This design comes from an exercise in tuning for small area and a short achievable clock period on the open sky130 flow, not from production work.
Where RTL was checked, it was by simulation tests only, not by an equivalence proof against the original.
No driver is modelled on the clock port, so clocking that relies on it looks cheaper here than on a real chip.

==> inputs of run G <==
// parameterized_signed_alu
module parameterized_signed_alu #(parameter in_data_width=16,out_data_width=16,arith_out_data_width=32)(
input signed [in_data_width-1:0]A,B,
input clk,rst,
input [3:0]alu_fn,
output shift_flag,arith_flag,logic_flag,cmp_flag,carry_out,
output [out_data_width-1:0]shift_out,logic_out,cmp_out,
output signed[arith_out_data_width-1:0] arith_out
);
Settings: LEC_CHECK=0, ABC_AREA=1, CAP_MARGIN=20, CORE_MARGIN=2, CORE_UTILIZATION=70, SLEW_MARGIN=20, SYNTH_HIERARCHICAL=1, SYNTH_MINIMUM_KEEP_SIZE=0; clock period 85.0 ns.
standard.sh (not shown) runs the stock make flow with config.mk's settings and CLKGATE_MAP_FILE= SYNTH_SCRIPT=/design/flow/synth_recipe.tcl, a recipe that flattens the netlist after the stock synthesis.
==> flow/flow/run.sh <==
#!/bin/bash
# The standard layout (standard.sh), with two changes:
#  - the port buffers are sky130_fd_sc_hd__buf_2 instead of the buffer the
#    port-buffering step picks by default (every port still gets one);
#  - before clock-tree synthesis, flip-flops with 8 or more loads get drive
#    strength 4 (flow/upsize_ff.tcl); their cell type is unchanged.
# Each tool's output goes to the ORFS logs under orfs/logs; make's output to standard.log.
export BUFFER_PORTS_ARGS="-buffer_cell sky130_fd_sc_hd__buf_2"
export PRE_CTS_TCL="$PWD/flow/upsize_ff.tcl"
bash standard.sh > standard.log 2>&1
==> flow/flow/upsize_ff.tcl <==
# Upsize flip-flops that drive many loads (drive strength only; the cell type stays the same).
proc upsize_ff { min_fo size } {
  set n 0
  set block [[[ord::get_db] getChip] getBlock]
  foreach inst [$block getInsts] {
    set m [[$inst getMaster] getName]
    if { ![regexp {^(sky130_fd_sc_hd__(dfxtp|dfrtp))_1$} $m -> base] } { continue }
    set fo 0
    foreach it [$inst getITerms] {
      if { [$it isOutputSignal] } {
        set net [$it getNet]
        if { $net == "NULL" } { continue }
        foreach lt [$net getITerms] { if { [$lt isInputSignal] } { incr fo } }
      }
    }
    if { $fo < $min_fo } { continue }
    set lc [get_lib_cells -quiet ${base}_$size]
    if { $lc != "" } { replace_cell [get_cells [$inst getName]] $lc; incr n }
  }
  puts "upsize_ff: resized $n flip-flops (fanout >= $min_fo) to size $size"
}

# Runs at the start of the CTS step (PRE_CTS_TCL): stronger drive for the result
# register's high-fanout bits, which start the paths after the register.
upsize_ff 8 4
detailed_placement
==> run P: changes against run G <==
--- a/flow/design.v
+++ b/flow/design.v
@@ -385,50 +385,42 @@
   wire mu_s277, mu_c278;
   alu_fa mu_u_s277 (.a(mu_s215), .b(mu_c214), .c(mu_c276), .s(mu_s277), .co(mu_c278));
   wire mu_s279, mu_c280;
   alu_fa mu_u_s279 (.a(mu_s217), .b(mu_c216), .c(mu_c278), .s(mu_s279), .co(mu_c280));
   wire mu_s281, mu_c282;
   alu_fa mu_u_s281 (.a(mu_s219), .b(mu_c218), .c(mu_c280), .s(mu_s281), .co(mu_c282));
   wire mu_s283, mu_c284;
-  alu_ha mu_u_s283 (.a(mu_s221), .b(mu_c220), .s(mu_s283), .co(mu_c284));
-  wire mu_s285 = ~(mu_s221 ^ mu_c220);
-  wire mu_c286 = mu_s221 | mu_c220;
+  alu_fa mu_u_s283 (.a(mu_s221), .b(mu_c220), .c(mu_c282), .s(mu_s283), .co(mu_c284));
+  wire mu_s285, mu_c286;
+  alu_fa mu_u_s285 (.a(mu_s223), .b(mu_c222), .c(mu_c284), .s(mu_s285), .co(mu_c286));
   wire mu_s287, mu_c288;
-  alu_fa mu_u_s287 (.a(mu_s223), .b(mu_c222), .c(mu_c284), .s(mu_s287), .co(mu_c288));
+  alu_fa mu_u_s287 (.a(mu_s225), .b(mu_c224), .c(mu_c286), .s(mu_s287), .co(mu_c288));
   wire mu_s289, mu_c290;
-  alu_fa mu_u_s289 (.a(mu_s223), .b(mu_c222), .c(mu_c286), .s(mu_s289), .co(mu_c290));
+  alu_fa mu_u_s289 (.a(mu_s227), .b(mu_c226), .c(mu_c288), .s(mu_s289), .co(mu_c290));
   wire mu_s291, mu_c292;
-  alu_fa mu_u_s291 (.a(mu_s225), .b(mu_c224), .c(mu_c288), .s(mu_s291), .co(mu_c292));
-  wire mu_s293, mu_c294;
-  alu_fa mu_u_s293 (.a(mu_s225), .b(mu_c224), .c(mu_c290), .s(mu_s293), .co(mu_c294));
+  alu_ha mu_u_s291 (.a(mu_s229), .b(mu_c228), .s(mu_s291), .co(mu_c292));
+  wire mu_s293 = ~(mu_s229 ^ mu_c228);
+  wire mu_c294 = mu_s229 | mu_c228;
   wire mu_s295, mu_c296;
-  alu_fa mu_u_s295 (.a(mu_s227), .b(mu_c226), .c(mu_c292), .s(mu_s295), .co(mu_c296));
+  alu_fa mu_u_s295 (.a(mu_s231), .b(mu_c230), .c(mu_c292), .s(mu_s295), .co(mu_c296));
   wire mu_s297, mu_c298;
-  alu_fa mu_u_s297 (.a(mu_s227), .b(mu_c226), .c(mu_c294), .s(mu_s297), .co(mu_c298));
+  alu_fa mu_u_s297 (.a(mu_s231), .b(mu_c230), .c(mu_c294), .s(mu_s297), .co(mu_c298));
   wire mu_s299, mu_c300;
-  alu_fa mu_u_s299 (.a(mu_s229), .b(mu_c228), .c(mu_c296), .s(mu_s299), .co(mu_c300));
+  alu_fa mu_u_s299 (.a(mu_s233), .b(mu_c232), .c(mu_c296), .s(mu_s299), .co(mu_c300));
   wire mu_s301, mu_c302;
-  alu_fa mu_u_s301 (.a(mu_s229), .b(mu_c228), .c(mu_c298), .s(mu_s301), .co(mu_c302));
+  alu_fa mu_u_s301 (.a(mu_s233), .b(mu_c232), .c(mu_c298), .s(mu_s301), .co(mu_c302));
   wire mu_s303, mu_c304;
-  alu_fa mu_u_s303 (.a(mu_s231), .b(mu_c230), .c(mu_c300), .s(mu_s303), .co(mu_c304));
+  alu_fa mu_u_s303 (.a(mu_s235), .b(mu_c234), .c(mu_c300), .s(mu_s303), .co(mu_c304));
   wire mu_s305, mu_c306;
-  alu_fa mu_u_s305 (.a(mu_s231), .b(mu_c230), .c(mu_c302), .s(mu_s305), .co(mu_c306));
+  alu_fa mu_u_s305 (.a(mu_s235), .b(mu_c234), .c(mu_c302), .s(mu_s305), .co(mu_c306));
   wire mu_s307, mu_c308;
-  alu_fa mu_u_s307 (.a(mu_s233), .b(mu_c232), .c(mu_c304), .s(mu_s307), .co(mu_c308));
+  alu_fa mu_u_s307 (.a(mu_s237), .b(mu_c236), .c(mu_c304), .s(mu_s307), .co(mu_c308));
   wire mu_s309, mu_c310;
-  alu_fa mu_u_s309 (.a(mu_s233), .b(mu_c232), .c(mu_c306), .s(mu_s309), .co(mu_c310));
-  wire mu_s311, mu_c312;
-  alu_fa mu_u_s311 (.a(mu_s235), .b(mu_c234), .c(mu_c308), .s(mu_s311), .co(mu_c312));
-  wire mu_s313, mu_c314;
-  alu_fa mu_u_s313 (.a(mu_s235), .b(mu_c234), .c(mu_c310), .s(mu_s313), .co(mu_c314));
-  wire mu_s315, mu_c316;
-  alu_fa mu_u_s315 (.a(mu_s237), .b(mu_c236), .c(mu_c312), .s(mu_s315), .co(mu_c316));
-  wire mu_s317, mu_c318;
-  alu_fa mu_u_s317 (.a(mu_s237), .b(mu_c236), .c(mu_c314), .s(mu_s317), .co(mu_c318));
-  assign prod = {(mu_c282 ? (1'b1 ^ mu_c238 ^ mu_c318) : (1'b1 ^ mu_c238 ^ mu_c316)), (mu_c282 ? mu_s317 : mu_s315), (mu_c282 ? mu_s313 : mu_s311), (mu_c282 ? mu_s309 : mu_s307), (mu_c282 ? mu_s305 : mu_s303), (mu_c282 ? mu_s301 : mu_s299), (mu_c282 ? mu_s297 : mu_s295), (mu_c282 ? mu_s293 : mu_s291), (mu_c282 ? mu_s289 : mu_s287), (mu_c282 ? mu_s285 : mu_s283), mu_s281, mu_s279, mu_s277, mu_s275, mu_s273, mu_s271, mu_s269, mu_s267, mu_s265, mu_s263, mu_s261, mu_s259, mu_s257, mu_s255, mu_s253, mu_s251, mu_s249, mu_s247, mu_s245, mu_s243, mu_s241, mu_s239};
+  alu_fa mu_u_s309 (.a(mu_s237), .b(mu_c236), .c(mu_c306), .s(mu_s309), .co(mu_c310));
+  assign prod = {(mu_c290 ? (1'b1 ^ mu_c238 ^ mu_c310) : (1'b1 ^ mu_c238 ^ mu_c308)), (mu_c290 ? mu_s309 : mu_s307), (mu_c290 ? mu_s305 : mu_s303), (mu_c290 ? mu_s301 : mu_s299), (mu_c290 ? mu_s297 : mu_s295), (mu_c290 ? mu_s293 : mu_s291), mu_s289, mu_s287, mu_s285, mu_s283, mu_s281, mu_s279, mu_s277, mu_s275, mu_s273, mu_s271, mu_s269, mu_s267, mu_s265, mu_s263, mu_s261, mu_s259, mu_s257, mu_s255, mu_s253, mu_s251, mu_s249, mu_s247, mu_s245, mu_s243, mu_s241, mu_s239};
 wire [15:0] alo, blo;
 assign alo[0] = 1'b0;
 assign blo[0] = 1'b0;
 genvar gi;
 generate for (gi = 1; gi < 16; gi = gi + 1) begin : absg
     assign alo[gi] = alo[gi-1] | A[gi-1];
     assign blo[gi] = blo[gi-1] | B[gi-1];
- CORE_UTILIZATION: 70 -> 78
==> run M: changes against run G <==
--- a/flow/design.v
+++ b/flow/design.v
@@ -385,50 +385,42 @@
   wire mu_s277, mu_c278;
   alu_fa mu_u_s277 (.a(mu_s215), .b(mu_c214), .c(mu_c276), .s(mu_s277), .co(mu_c278));
   wire mu_s279, mu_c280;
   alu_fa mu_u_s279 (.a(mu_s217), .b(mu_c216), .c(mu_c278), .s(mu_s279), .co(mu_c280));
   wire mu_s281, mu_c282;
   alu_fa mu_u_s281 (.a(mu_s219), .b(mu_c218), .c(mu_c280), .s(mu_s281), .co(mu_c282));
   wire mu_s283, mu_c284;
-  alu_ha mu_u_s283 (.a(mu_s221), .b(mu_c220), .s(mu_s283), .co(mu_c284));
-  wire mu_s285 = ~(mu_s221 ^ mu_c220);
-  wire mu_c286 = mu_s221 | mu_c220;
+  alu_fa mu_u_s283 (.a(mu_s221), .b(mu_c220), .c(mu_c282), .s(mu_s283), .co(mu_c284));
+  wire mu_s285, mu_c286;
+  alu_fa mu_u_s285 (.a(mu_s223), .b(mu_c222), .c(mu_c284), .s(mu_s285), .co(mu_c286));
   wire mu_s287, mu_c288;
-  alu_fa mu_u_s287 (.a(mu_s223), .b(mu_c222), .c(mu_c284), .s(mu_s287), .co(mu_c288));
+  alu_fa mu_u_s287 (.a(mu_s225), .b(mu_c224), .c(mu_c286), .s(mu_s287), .co(mu_c288));
   wire mu_s289, mu_c290;
-  alu_fa mu_u_s289 (.a(mu_s223), .b(mu_c222), .c(mu_c286), .s(mu_s289), .co(mu_c290));
+  alu_fa mu_u_s289 (.a(mu_s227), .b(mu_c226), .c(mu_c288), .s(mu_s289), .co(mu_c290));
   wire mu_s291, mu_c292;
-  alu_fa mu_u_s291 (.a(mu_s225), .b(mu_c224), .c(mu_c288), .s(mu_s291), .co(mu_c292));
-  wire mu_s293, mu_c294;
-  alu_fa mu_u_s293 (.a(mu_s225), .b(mu_c224), .c(mu_c290), .s(mu_s293), .co(mu_c294));
+  alu_ha mu_u_s291 (.a(mu_s229), .b(mu_c228), .s(mu_s291), .co(mu_c292));
+  wire mu_s293 = ~(mu_s229 ^ mu_c228);
+  wire mu_c294 = mu_s229 | mu_c228;
   wire mu_s295, mu_c296;
-  alu_fa mu_u_s295 (.a(mu_s227), .b(mu_c226), .c(mu_c292), .s(mu_s295), .co(mu_c296));
+  alu_fa mu_u_s295 (.a(mu_s231), .b(mu_c230), .c(mu_c292), .s(mu_s295), .co(mu_c296));
   wire mu_s297, mu_c298;
-  alu_fa mu_u_s297 (.a(mu_s227), .b(mu_c226), .c(mu_c294), .s(mu_s297), .co(mu_c298));
+  alu_fa mu_u_s297 (.a(mu_s231), .b(mu_c230), .c(mu_c294), .s(mu_s297), .co(mu_c298));
   wire mu_s299, mu_c300;
-  alu_fa mu_u_s299 (.a(mu_s229), .b(mu_c228), .c(mu_c296), .s(mu_s299), .co(mu_c300));
+  alu_fa mu_u_s299 (.a(mu_s233), .b(mu_c232), .c(mu_c296), .s(mu_s299), .co(mu_c300));
   wire mu_s301, mu_c302;
-  alu_fa mu_u_s301 (.a(mu_s229), .b(mu_c228), .c(mu_c298), .s(mu_s301), .co(mu_c302));
+  alu_fa mu_u_s301 (.a(mu_s233), .b(mu_c232), .c(mu_c298), .s(mu_s301), .co(mu_c302));
   wire mu_s303, mu_c304;
-  alu_fa mu_u_s303 (.a(mu_s231), .b(mu_c230), .c(mu_c300), .s(mu_s303), .co(mu_c304));
+  alu_fa mu_u_s303 (.a(mu_s235), .b(mu_c234), .c(mu_c300), .s(mu_s303), .co(mu_c304));
   wire mu_s305, mu_c306;
-  alu_fa mu_u_s305 (.a(mu_s231), .b(mu_c230), .c(mu_c302), .s(mu_s305), .co(mu_c306));
+  alu_fa mu_u_s305 (.a(mu_s235), .b(mu_c234), .c(mu_c302), .s(mu_s305), .co(mu_c306));
   wire mu_s307, mu_c308;
-  alu_fa mu_u_s307 (.a(mu_s233), .b(mu_c232), .c(mu_c304), .s(mu_s307), .co(mu_c308));
+  alu_fa mu_u_s307 (.a(mu_s237), .b(mu_c236), .c(mu_c304), .s(mu_s307), .co(mu_c308));
   wire mu_s309, mu_c310;
-  alu_fa mu_u_s309 (.a(mu_s233), .b(mu_c232), .c(mu_c306), .s(mu_s309), .co(mu_c310));
-  wire mu_s311, mu_c312;
-  alu_fa mu_u_s311 (.a(mu_s235), .b(mu_c234), .c(mu_c308), .s(mu_s311), .co(mu_c312));
-  wire mu_s313, mu_c314;
-  alu_fa mu_u_s313 (.a(mu_s235), .b(mu_c234), .c(mu_c310), .s(mu_s313), .co(mu_c314));
-  wire mu_s315, mu_c316;
-  alu_fa mu_u_s315 (.a(mu_s237), .b(mu_c236), .c(mu_c312), .s(mu_s315), .co(mu_c316));
-  wire mu_s317, mu_c318;
-  alu_fa mu_u_s317 (.a(mu_s237), .b(mu_c236), .c(mu_c314), .s(mu_s317), .co(mu_c318));
-  assign prod = {(mu_c282 ? (1'b1 ^ mu_c238 ^ mu_c318) : (1'b1 ^ mu_c238 ^ mu_c316)), (mu_c282 ? mu_s317 : mu_s315), (mu_c282 ? mu_s313 : mu_s311), (mu_c282 ? mu_s309 : mu_s307), (mu_c282 ? mu_s305 : mu_s303), (mu_c282 ? mu_s301 : mu_s299), (mu_c282 ? mu_s297 : mu_s295), (mu_c282 ? mu_s293 : mu_s291), (mu_c282 ? mu_s289 : mu_s287), (mu_c282 ? mu_s285 : mu_s283), mu_s281, mu_s279, mu_s277, mu_s275, mu_s273, mu_s271, mu_s269, mu_s267, mu_s265, mu_s263, mu_s261, mu_s259, mu_s257, mu_s255, mu_s253, mu_s251, mu_s249, mu_s247, mu_s245, mu_s243, mu_s241, mu_s239};
+  alu_fa mu_u_s309 (.a(mu_s237), .b(mu_c236), .c(mu_c306), .s(mu_s309), .co(mu_c310));
+  assign prod = {(mu_c290 ? (1'b1 ^ mu_c238 ^ mu_c310) : (1'b1 ^ mu_c238 ^ mu_c308)), (mu_c290 ? mu_s309 : mu_s307), (mu_c290 ? mu_s305 : mu_s303), (mu_c290 ? mu_s301 : mu_s299), (mu_c290 ? mu_s297 : mu_s295), (mu_c290 ? mu_s293 : mu_s291), mu_s289, mu_s287, mu_s285, mu_s283, mu_s281, mu_s279, mu_s277, mu_s275, mu_s273, mu_s271, mu_s269, mu_s267, mu_s265, mu_s263, mu_s261, mu_s259, mu_s257, mu_s255, mu_s253, mu_s251, mu_s249, mu_s247, mu_s245, mu_s243, mu_s241, mu_s239};
 wire [15:0] alo, blo;
 assign alo[0] = 1'b0;
 assign blo[0] = 1'b0;
 genvar gi;
 generate for (gi = 1; gi < 16; gi = gi + 1) begin : absg
     assign alo[gi] = alo[gi-1] | A[gi-1];
     assign blo[gi] = blo[gi-1] | B[gi-1];
==> reports/metrics.yaml <==
wl_met1_mm: 19.29
area_growth_pct: 3.059
wl_met3_mm: 6.527
synth_compound_area_frac: 0.1118
critPathRequiredTime_ns: 68.00
p_sw_frac: 0.6032
worstPathMaxFanout: 15
status: "complete, no violations"
p_sw_w: 0.0004111
critPathLaunchType: "flop"
power.share.clock: 0.033
row_count: 53
maxUsedRoutingLayer: "met5"
dp_cells: 2857
synth-simple-area-share: 0.3632
leakage_nw: 8.882
pre_cts_ws_ns: 55.59
[end of results for run P]
==> reports/metrics.yaml <==
critPathRequiredTime_ns: 68.00
synth_compound_area_frac: 0.1143
dp_cells: 2897
wl_met3_mm: 5.920
area_growth_pct: 3.548
maxUsedRoutingLayer: "met4"
power.share.clock: 0.034
pre_cts_ws_ns: 55.90
p_sw_w: 0.0003893
synth-simple-area-share: 0.3566
critPathLaunchType: "flop"
leakage_nw: 8.955
row_count: 56
p_sw_frac: 0.5922
status: "complete, no violations"
worstPathMaxFanout: 16
[end of results for run G]
==> reports/metrics.yaml <==
leakage_nw: 8.885
area_growth_pct: 3.479
wl_met1_mm: 20.18
dp_cells: 2902
synth_compound_area_frac: 0.1118
worstPathMaxFanout: 39
p_sw_frac: 0.5939
status: "complete, no violations"
pre_cts_ws_ns: 55.24
wl_met3_mm: 5.617
maxUsedRoutingLayer: "met4"
[end of results for run M]
Function not checked in run G: the RTL went through the layout flow alone.

-- what the ideal ports hide --
Ports are ideal in the flow. The routed layouts listed here were re-timed in OpenROAD.
Step 1, drivers: a clkbuf_16 drives clk and a buf_2 each remaining input, both assumed.
Step 2, shift: input delay + t, output delay - t, t = (earliest + latest rising clock arrival at the registers) / 2. This alone moves slack from input paths to output paths.
a / b / c = no drivers / after step 1 / after step 2; a / b = the first two.
run	t, ns	setup slack, ns	worst slew at a driven data input, ns	pins driven straight from the clock port
run G	0.334	55.685 / 55.647 / 55.981	0.06	1
run P	0.336	55.170 / 55.130 / 55.360	0.08	1
run M	0.333	55.404 / 55.392 / 55.099	0.08	1
After both steps setup and hold are still met in every run listed. The setup slack of run M, which loses most, moves by -0.012 ns with the drivers and by -0.305 ns with both steps.
